Source: an optimization exercise on an open RTL-to-GDS flow (aim: small area). Production flows keep margins and buffers that such runs may drop. Only simulation tests tie the RTL to the original design; equivalence was not proved.

==> inputs of garnet <==
==> flow/design.v (excerpt) <==
module eeg_filter_chain(
    input                   clk,
    input                   rst,
    input                   en,
    input   signed [31:0]   in_signal,
    output  signed [31:0]   out_signal,
    output                  valid
    );
wire clr = rst | ~en;
logic [7:0] cnt;             
logic       vld;
wire        add_en  = (cnt >= 8'd6);
wire        sub_en  = (cnt >= 8'd135);
wire        vld_nxt = (cnt >= 8'd157);
always_ff @(posedge clk) begin
    if (clr) begin
        cnt <= 0;
        vld <= 0;
    end else begin
        if (cnt != 8'd157) cnt <= cnt + 1'b1;
        vld <= vld_nxt;
    end
end
logic [31:0] u1, u2;
logic [31:0] f0, f1, f2, f3;         
logic [126*32-1:0] win;              
logic [39:0] rsum;
logic [23*32-1:0] fline;             
logic [48-1:0] fcs;                 
logic fcin;
logic [31:0] outr;
wire [31:0] l127 = win[(127-4)*32 +: 32];
wire [31:0] l129 = win[(129-4)*32 +: 32];
wire [31:0] addv = add_en ? f0   : 32'd0;
wire [31:0] subv = sub_en ? l129 : 32'd0;
wire [31:0] m0 = fline[0*32 +: 32];
wire [31:0] m1 = fline[1*32 +: 32];
wire [31:0] m2 = fline[2*32 +: 32];
wire [31:0] m3 = fline[3*32 +: 32];
wire [31:0] m4 = fline[4*32 +: 32];
wire [31:0] m5 = fline[5*32 +: 32];
wire [31:0] m6 = fline[6*32 +: 32];
wire [31:0] m7 = fline[7*32 +: 32];
wire [31:0] m8 = fline[8*32 +: 32];
wire [31:0] m9 = fline[9*32 +: 32];
wire [31:0] m10 = fline[10*32 +: 32];
wire [31:0] m11 = fline[11*32 +: 32];
wire [31:0] m12 = fline[12*32 +: 32];
wire [31:0] m13 = fline[13*32 +: 32];
wire [31:0] m14 = fline[14*32 +: 32];
wire [31:0] m15 = fline[15*32 +: 32];
wire [31:0] m16 = fline[16*32 +: 32];
wire [31:0] m17 = fline[17*32 +: 32];
wire [31:0] m18 = fline[18*32 +: 32];
wire [31:0] m19 = fline[19*32 +: 32];
wire [31:0] m20 = fline[20*32 +: 32];
wire [31:0] m21 = fline[21*32 +: 32];
wire [31:0] m22 = fline[22*32 +: 32];
wire s1, c1;
eeg_fa fa1 (.a(u1[1]), .b(f2[0]), .c(f3[1]), .s(s1), .co(c1));
wire s2, c2;
  ...
export LEC_CHECK = 0
export CAP_MARGIN = 20
export CORE_MARGIN = 2
export CORE_UTILIZATION = 40
export PLACE_DENSITY = 0.55
export SLEW_MARGIN = 20
export SYNTH_HIERARCHICAL = 1
export SYNTH_MINIMUM_KEEP_SIZE = 0
create_clock -name core_clock -period 18.0 [get_ports {clk}]
standard.sh (not shown) runs the stock make flow with config.mk's settings and CLKGATE_MAP_FILE= SYNTH_SCRIPT=/design/flow/synth_recipe.tcl, a recipe that flattens the netlist after the stock synthesis.
==> flow/flow/run.sh <==
#!/bin/bash
# Own flow: the standard layout (standard.sh, unchanged synthesis and
# steps), with clock-tree synthesis run without dummy loads and with
# mid-size clock buffers in clusters of at most 18 flip-flops.
set -euo pipefail
export CTS_ARGS="-sink_clustering_enable -repair_clock_nets -dont_use_dummy_load -buf_list sky130_fd_sc_hd__clkbuf_8 -sink_clustering_size 18 -sink_clustering_max_diameter 60"
bash standard.sh > standard_make.log 2>&1
==> inputs of raven, as changes to garnet <==
==> flow/run.sh (new file) <==
#!/bin/bash
# synth_recipe.tcl (not shown) runs the flow's synth.tcl, then flattens the netlist and writes it again
# the make line also repeats each setting of config.mk as NAME=value (left out here)
make -C /OpenROAD-flow-scripts/flow DESIGN_CONFIG=/design/flow/config.mk WORK_HOME=/design/flow/orfs CLKGATE_MAP_FILE= SYNTH_SCRIPT=/design/flow/synth_recipe.tcl finish
removed: flow/flow/run.sh
removed: flow/standard.sh
==> qor summary <==
Result of the run: raven timing/DRC/antenna clean; garnet timing/DRC/antenna clean
Worst Hold Margin: raven 0.223 ns; garnet 0.246 ns
Max Fclk: raven 68.9 MHz; garnet 69.1 MHz
Worst hold endpoint: raven win[3021]$_DFF_P_; garnet win[3637]$_DFF_P_
Clock network latency to the later pin of the worst-skew pair: raven 0.97 ns; garnet 0.99 ns
Clk pin slew, worst setup/hold paths: raven 0.06 ns; garnet 0.10 ns
Initial antenna violation count: raven 7; garnet 9
Detailed-routing iteration count for the pre-antenna-repair pass: raven 5; garnet 4
DR top layer: raven met4; garnet met5
Met3 Wirelength: raven 10100 um; garnet 9840 um
Number of DRC markers after the initial detailed-route iteration: raven 2261; garnet 2209
Final nets: raven 10813; garnet 10706
P&R area growth vs syn: raven 15.3%; garnet 8.01%
Number of inserted filler cells in the final layout: raven 31179; garnet 32116
Finished layout cell area: raven 0.170 mm2; garnet 0.159 mm2
Required time at the worst-slack endpoint: raven 18.81 ns; garnet 18.92 ns
Number of clock buffer instances in the layout: raven 681; garnet 358

port drivers added, routing unchanged:
The flow's constraints put no driver on any port. The routed layouts listed below were extracted and timed again, unchanged, in two steps.
Step 1 assumes that a clkbuf_16 drives the clock port and a buf_2 every other input.
Step 2 also shifts input and output timing later by t, the mid clock arrival at the registers, as if the neighbouring blocks saw the same clock.
Three values: no drivers, after step 1, after step 2; two values: the first two.
run | t (ns) | setup WS [ns] | hold slack, ns | clock arrival spread, ns | slew at the worst register clock pin (ns)
garnet | 1.062 | 3.537 / 3.537 / 3.337 | 0.246 / 0.246 / 0.246 | 0.177 / 0.177 | 0.11 / 0.11
raven | 1.016 | 3.477 / 3.477 / 3.282 | 0.223 / 0.223 / 0.223 | 0.116 / 0.115 | 0.07 / 0.07
After both steps every run listed still meets setup and hold. The setup slack of garnet, which loses most, moves by 0.000 ns with the drivers and by -0.200 ns with both steps.
